From an optimization exercise on the open Yosys and OpenROAD flow, aimed at small area; shortcuts taken in it are not production practice. Only simulation tests tie the RTL to the original design; equivalence was not proved.

==> trial 90 <==
==> flow/design.v <==
module cpufinal (clk, rst, data, data_in, addr_out, out);
input clk, rst;
input [7:0] data_in, data;
output reg [7:0] addr_out, out;
localparam RA = 3'b100;  
localparam RB = 3'b101;  
localparam P  = 3'b111;  
localparam W1 = 3'b010;  
localparam W2 = 3'b011;  
localparam F  = 3'b000;  
localparam X  = 3'b001;  
reg [2:0] s;
reg [7:0] ir;             
reg [7:0] a;              
reg [7:0] pc;             
reg [1:0] reg1, reg2;     
reg [8:0] temp;           
reg [7:0] result;         
reg op2;                  
reg clear;                
reg [7:0] datareg;
reg [7:0] rf0, rf1, rf2, rf3;
wire st_step = s[2];
wire st_latch = s[1];
wire st_f = s == F;
wire st_x = s == X;
wire [3:0] op = ir[7:4];
wire is_alu = op <= 4'b1001;
wire is_clr = op == 4'b1010;
wire is_ld = op == 4'b1011;
wire is_jmp = op == 4'b1100;
wire is_jc = op == 4'b1101;
wire is_nop = ir == 8'hFF;
wire inc = op2 & temp[8];
genvar gi;
wire [9:0] tc_c;
wire [8:0] temp_c;
assign tc_c[0] = inc;
generate for (gi = 0; gi < 9; gi = gi + 1) begin : g_tc
	assign temp_c[gi] = temp[gi] ^ tc_c[gi];
	assign tc_c[gi+1] = temp[gi] & tc_c[gi];
end endgenerate
wire [8:0] pc_c;
wire [7:0] pc_inc;
assign pc_c[0] = 1'b1;
generate for (gi = 0; gi < 8; gi = gi + 1) begin : g_pc
	assign pc_inc[gi] = pc[gi] ^ pc_c[gi];
	assign pc_c[gi+1] = pc[gi] & pc_c[gi];
end endgenerate
wire carry = temp_c[8];
wire [1:0] rsel = st_f ? reg2 : reg1;
reg [7:0] rd;
always @* begin
	case (rsel)
		2'd0: rd = rf0;
		2'd1: rd = rf1;
		2'd2: rd = rf2;
		default: rd = rf3;
	endcase
end
wire [7:0] rd1 = rd;
wire [7:0] rd2 = result;
wire arith = op[3:2] == 2'b00 && op[1:0] != 2'b11;   
wire inv = op == 4'b0001 || op == 4'b0010 || op == 4'b0110;
wire bmask = op != 4'b0110;
wire and_op = op == 4'b0100;
wire or_op = op == 4'b0011;
wire shift = op == 4'b0111 || op[3];
wire [7:0] bb = (rd2 & {8{bmask}}) ^ {8{inv}};
wire [7:0] pp = rd1 ^ bb;
wire [7:0] gg = rd1 & bb;
wire [8:0] cc;
assign cc[0] = op == 4'b0001;
generate for (gi = 0; gi < 8; gi = gi + 1) begin : g_add
	assign cc[gi+1] = gg[gi] | (pp[gi] & cc[gi]);
end endgenerate
wire [7:0] lo = (pp ^ (cc[7:0] & {8{arith}})) | (gg & {8{or_op}});
wire [7:0] shl = {rd1[6:0], op[3] & rd1[7]};
wire [7:0] shr = {1'b0, rd1[7:1]};
wire [7:0] res8 = shift ? ((op[3] & ~op[0]) ? shr : shl) : and_op ? gg : lo;
wire [8:0] alu = {arith ? (inv ^ cc[8]) : temp[8], res8};
wire [1:0] wsel = (op <= 4'b0101 || is_ld) ? ir[1:0] : ir[3:2];
wire we = st_step && (is_alu || is_ld);
always @(posedge clk) begin
	result <= (st_f && is_alu) ? rd : temp_c[7:0];
	if (rst) begin
		s <= RA;
		ir <= 0;
		pc <= 8'hFF;
		addr_out <= 0;
		out <= 0;
		datareg <= 0;
		temp <= 0;
	end else begin
		if (st_step || st_latch) begin
			if (s[0]) s <= F;
			else s <= {s[2:1], 1'b1};
		end else if (st_f) begin
			if (is_alu || is_clr || is_nop) s <= P;
			else s <= X;
		end else begin
			if (is_ld) s <= P;
			else if (is_jmp || is_jc) s <= W1;
		end
		if (st_latch) ir <= data_in;
		if (st_step) begin
			a <= pc;
			pc <= pc_inc;
		end
		if (st_x && (is_jmp || is_jc)) begin
			a <= pc;
			pc <= (is_jmp || carry) ? data : pc_inc;
		end
		if (st_f) addr_out <= a;
		if ((st_f && is_alu) || (st_x && is_ld)) begin
			datareg <= st_f ? result : data;
			out <= datareg;
		end
		if (s == P && is_alu) temp <= alu;
	end
	if (s == P && is_alu) begin
		reg1 <= ir[3:2];
		reg2 <= ir[1:0];
	end
	if (st_f && is_alu) op2 <= op == 4'b0010;
	if (st_f && is_alu) clear <= 0;
	if (st_f && is_clr) clear <= 1;
	if (rst || clear) begin
		rf0 <= 0; rf1 <= 0; rf2 <= 0; rf3 <= 0;
	end else if (we) begin
		case (wsel)
			2'd0: rf0 <= datareg;
			2'd1: rf1 <= datareg;
			2'd2: rf2 <= datareg;
			default: rf3 <= datareg;
		endcase
	end
end
endmodule
==> flow/flow/run.sh <==
#!/bin/bash
# The standard layout with three changes:
#  - synthesis maps the logic with an area-oriented ABC script (flow/area.abc)
#    instead of ORFS's speed script; everything else in the synthesis,
#    including the flip-flop mapping, is the standard synthesis;
#  - the port buffers are made from the smallest buffer cell;
#  - clock-tree synthesis uses clkbuf_8 and adds no dummy loads.
set -euo pipefail
here=$(pwd)
sed "s|^  log_cmd abc {\*}\$abc_args|  log_cmd abc {*}[lreplace \$abc_args 1 1 $here/flow/area.abc]|" \
  "$FLOW_HOME/scripts/synth.tcl" > "$here/my_synth.tcl"
grep -q "flow/area.abc" "$here/my_synth.tcl"
sed "s|^source \$::env(SCRIPTS_DIR)/synth.tcl|source $here/my_synth.tcl|" \
  "$here/synth_recipe.tcl" > "$here/my_synth_recipe.tcl"
grep -q "my_synth.tcl" "$here/my_synth_recipe.tcl"
bash standard.sh "SYNTH_SCRIPT=$here/my_synth_recipe.tcl" \
  'BUFFER_PORTS_ARGS=-buffer_cell sky130_fd_sc_hd__buf_1' \
  'CTS_ARGS=-sink_clustering_enable -repair_clock_nets -buf_list {sky130_fd_sc_hd__clkbuf_4 sky130_fd_sc_hd__clkbuf_8} -dont_use_dummy_load' \
  finish > flow_make.log 2>&1
==> flow/flow/area.abc <==
&get -n
&st
&deepsyn -J 1000 -T 1500
&dch -f
&nf -R 1000
&put
==> flow/standard.sh <==
#!/bin/bash
# synth_recipe.tcl (not shown) runs the flow's synth.tcl, then flattens the netlist and writes it again
# the make line also repeats each setting of config.mk as NAME=value (left out here)
make -C /OpenROAD-flow-scripts/flow DESIGN_CONFIG=/design/flow/config.mk WORK_HOME=/design/flow/orfs CLKGATE_MAP_FILE= SYNTH_SCRIPT=/design/flow/synth_recipe.tcl "${@:-finish}"
==> flow/config.mk <==
export PLATFORM = sky130hd
export DESIGN_NAME = cpufinal
export DESIGN_NICKNAME = cpufinal
export VERILOG_FILES = /design/flow/design.v
export SDC_FILE = /design/flow/constraint.sdc
export NUM_CORES = 4
export LEC_CHECK = 0
export CAP_MARGIN = 0
export CORE_MARGIN = 2
export CORE_UTILIZATION = 65
export GPL_TIMING_DRIVEN = 0
export PLACE_DENSITY = 0.8
export SLEW_MARGIN = 0
==> flow/constraint.sdc <==
create_clock -name core_clock -period 5.0 [get_ports {clk}]
set_input_delay 1.0000 -clock core_clock [delete_from_list [all_inputs] [get_ports {clk}]]
set_output_delay 1.0000 -clock core_clock [all_outputs]
set_load 0.01 [all_outputs]
==> build 36 (differences from trial 90) <==
--- a/flow/design.v
+++ b/flow/design.v
@@ -49,16 +49,19 @@
 end endgenerate
 wire carry = temp_c[8];
-wire [1:0] rsel = st_f ? reg2 : reg1;
-reg [7:0] rd;
+reg [7:0] rd1, rd2;
 always @* begin
-	case (rsel)
-		2'd0: rd = rf0;
-		2'd1: rd = rf1;
-		2'd2: rd = rf2;
-		default: rd = rf3;
+	case (reg1)
+		2'd0: rd1 = rf0;
+		2'd1: rd1 = rf1;
+		2'd2: rd1 = rf2;
+		default: rd1 = rf3;
+	endcase
+	case (reg2)
+		2'd0: rd2 = rf0;
+		2'd1: rd2 = rf1;
+		2'd2: rd2 = rf2;
+		default: rd2 = rf3;
 	endcase
 end
-wire [7:0] rd1 = rd;
-wire [7:0] rd2 = result;
 wire arith = op[3:2] == 2'b00 && op[1:0] != 2'b11;   
 wire inv = op == 4'b0001 || op == 4'b0010 || op == 4'b0110;
@@ -83,5 +86,5 @@
 wire we = st_step && (is_alu || is_ld);
 always @(posedge clk) begin
-	result <= (st_f && is_alu) ? rd : temp_c[7:0];
+	result <= temp_c[7:0];
 	if (rst) begin
 		s <= RA;
@@ -91,5 +94,4 @@
 		out <= 0;
 		datareg <= 0;
-		temp <= 0;
 	end else begin
 		if (st_step || st_latch) begin
@@ -117,7 +119,7 @@
 			out <= datareg;
 		end
-		if (s == P && is_alu) temp <= alu;
 	end
-	if (s == P && is_alu) begin
+	if (st_step && is_alu) begin
+		temp <= alu;
 		reg1 <= ir[3:2];
 		reg2 <= ir[1:0];
--- a/flow/flow/run.sh
+++ b/flow/flow/run.sh
@@ -16,4 +16,4 @@
 bash standard.sh "SYNTH_SCRIPT=$here/my_synth_recipe.tcl" \
   'BUFFER_PORTS_ARGS=-buffer_cell sky130_fd_sc_hd__buf_1' \
-  'CTS_ARGS=-sink_clustering_enable -repair_clock_nets -buf_list {sky130_fd_sc_hd__clkbuf_4 sky130_fd_sc_hd__clkbuf_8} -dont_use_dummy_load' \
+  'CTS_ARGS=-sink_clustering_enable -repair_clock_nets -buf_list {sky130_fd_sc_hd__clkbuf_8 sky130_fd_sc_hd__clkbuf_16} -dont_use_dummy_load -sink_clustering_size 40 -sink_clustering_max_diameter 200' \
   finish > flow_make.log 2>&1
==> flow/flow/area.abc (replaced) <==
&get -n
&st
&deepsyn -J 200 -T 120
&dch -f
&nf -R 1000
&put
--- a/flow/config.mk
+++ b/flow/config.mk
@@ -6,8 +6,7 @@
 export NUM_CORES = 4
 export LEC_CHECK = 0
-export CAP_MARGIN = 0
+export CAP_MARGIN = 20
 export CORE_MARGIN = 2
-export CORE_UTILIZATION = 65
+export CORE_UTILIZATION = 40
 export GPL_TIMING_DRIVEN = 0
-export PLACE_DENSITY = 0.8
-export SLEW_MARGIN = 0
+export SLEW_MARGIN = 20
==> trial 98 (differences from trial 90) <==
--- a/flow/design.v
+++ b/flow/design.v
@@ -49,16 +49,19 @@
 end endgenerate
 wire carry = temp_c[8];
-wire [1:0] rsel = st_f ? reg2 : reg1;
-reg [7:0] rd;
+reg [7:0] rd1, rd2;
 always @* begin
-	case (rsel)
-		2'd0: rd = rf0;
-		2'd1: rd = rf1;
-		2'd2: rd = rf2;
-		default: rd = rf3;
+	case (reg1)
+		2'd0: rd1 = rf0;
+		2'd1: rd1 = rf1;
+		2'd2: rd1 = rf2;
+		default: rd1 = rf3;
+	endcase
+	case (reg2)
+		2'd0: rd2 = rf0;
+		2'd1: rd2 = rf1;
+		2'd2: rd2 = rf2;
+		default: rd2 = rf3;
 	endcase
 end
-wire [7:0] rd1 = rd;
-wire [7:0] rd2 = result;
 wire arith = op[3:2] == 2'b00 && op[1:0] != 2'b11;   
 wire inv = op == 4'b0001 || op == 4'b0010 || op == 4'b0110;
@@ -83,5 +86,5 @@
 wire we = st_step && (is_alu || is_ld);
 always @(posedge clk) begin
-	result <= (st_f && is_alu) ? rd : temp_c[7:0];
+	result <= temp_c[7:0];
 	if (rst) begin
 		s <= RA;
@@ -91,5 +94,4 @@
 		out <= 0;
 		datareg <= 0;
-		temp <= 0;
 	end else begin
 		if (st_step || st_latch) begin
@@ -117,7 +119,7 @@
 			out <= datareg;
 		end
-		if (s == P && is_alu) temp <= alu;
 	end
-	if (s == P && is_alu) begin
+	if (st_step && is_alu) begin
+		temp <= alu;
 		reg1 <= ir[3:2];
 		reg2 <= ir[1:0];
--- a/flow/flow/run.sh
+++ b/flow/flow/run.sh
@@ -16,4 +16,4 @@
 bash standard.sh "SYNTH_SCRIPT=$here/my_synth_recipe.tcl" \
   'BUFFER_PORTS_ARGS=-buffer_cell sky130_fd_sc_hd__buf_1' \
-  'CTS_ARGS=-sink_clustering_enable -repair_clock_nets -buf_list {sky130_fd_sc_hd__clkbuf_4 sky130_fd_sc_hd__clkbuf_8} -dont_use_dummy_load' \
+  'CTS_ARGS=-sink_clustering_enable -repair_clock_nets -buf_list sky130_fd_sc_hd__clkbuf_8 -dont_use_dummy_load' \
   finish > flow_make.log 2>&1
==> flow/flow/area.abc (replaced) <==
&get -n
&st
&deepsyn -J 200 -T 120
&dch -f
&nf -R 1000
&put
--- a/flow/config.mk
+++ b/flow/config.mk
@@ -6,8 +6,8 @@
 export NUM_CORES = 4
 export LEC_CHECK = 0
-export CAP_MARGIN = 0
+export CAP_MARGIN = 20
 export CORE_MARGIN = 2
 export CORE_UTILIZATION = 65
 export GPL_TIMING_DRIVEN = 0
 export PLACE_DENSITY = 0.8
-export SLEW_MARGIN = 0
+export SLEW_MARGIN = 20
==> metrics.cfg <==
[yosys]
syn_nets=454
synth_area_leaders=dfxtp_1 (37%), edfxtp_1 (15%), a22o_1 (11%), ha_1 (6.1%), mux4_2 (4.0%)

[die]
die_area_um2=7640

[outcome]
status=timing/DRC/antenna clean

[grt]
grt_max_degree=21

[power_and_ir_drop]
pg_comb_uw=258
switching_power_uw=467

[cells_and_area]
multi_input_gates=294
fill_cells=477

[clocking]
clk_latency_ns=0.37

[worst_setup_path]
r2r-start=ir[4]$_SDFFE_PP0P_
cp.required_ns=5.07

That was trial 98.
==> metrics.cfg <==
[power_and_ir_drop]
switching_power_uw=491
pg_comb_uw=260

[die]
die_area_um2=12200

[worst_setup_path]
r2r-start=ir[4]$_SDFFE_PP0P_
worst-path-max-fanout=13
cp.required_ns=5.07

[yosys]
synth_area_leaders=dfxtp_1 (37%), edfxtp_1 (15%), a22o_1 (11%), ha_1 (6.1%), mux4_2 (4.0%)
syn_nets=454

[outcome]
status=timing/DRC/antenna clean

[grt]
grt_max_degree=21

[cells_and_area]
fill_cells=1022

That was build 36.
==> metrics.cfg <==
[cells_and_area]
multi_input_gates=346
fill_cells=533

[die]
die_area_um2=7540

[grt]
grt_max_degree=20

[worst_setup_path]
cp.required_ns=5.25
r2r-start=s[0]$_SDFFE_PP0N_

[yosys]
synth_area_leaders=dfxtp_1 (42%), a22o_1 (11%), edfxtp_1 (8.8%), ha_1 (6.2%), nand2_1 (5.8%)
syn_nets=499

[outcome]
status=timing/DRC/antenna clean

[clocking]
clk_latency_ns=0.37

That was trial 90.

==> static timing again, ports no longer ideal <==
No port has a modelled driver above. Below, the same layouts with a new extraction and two added sets of constraints. Step 1 sets driving cells, clkbuf_16 on the clock port and buf_2 on the other inputs (assumed; they add their load-dependent delay and slew). Step 2 also shifts input and output timing later by t, the mid clock arrival at the registers, as if the neighbouring blocks saw the same clock. Slacks: no drivers / after step 1 / after step 2; pairs: no drivers / after step 1.
run | shift t [ns] | setup slack, ns | worst data-port slew with drivers (ns)
trial 90 | 0.387 | 0.353 / 0.354 / 0.354 | 0.03
build 36 | 0.367 | 0.858 / 0.858 / 0.858 | 0.03
trial 98 | 0.381 | 0.846 / 0.846 / 0.846 | 0.03
After both steps setup and hold are still met in every run listed.
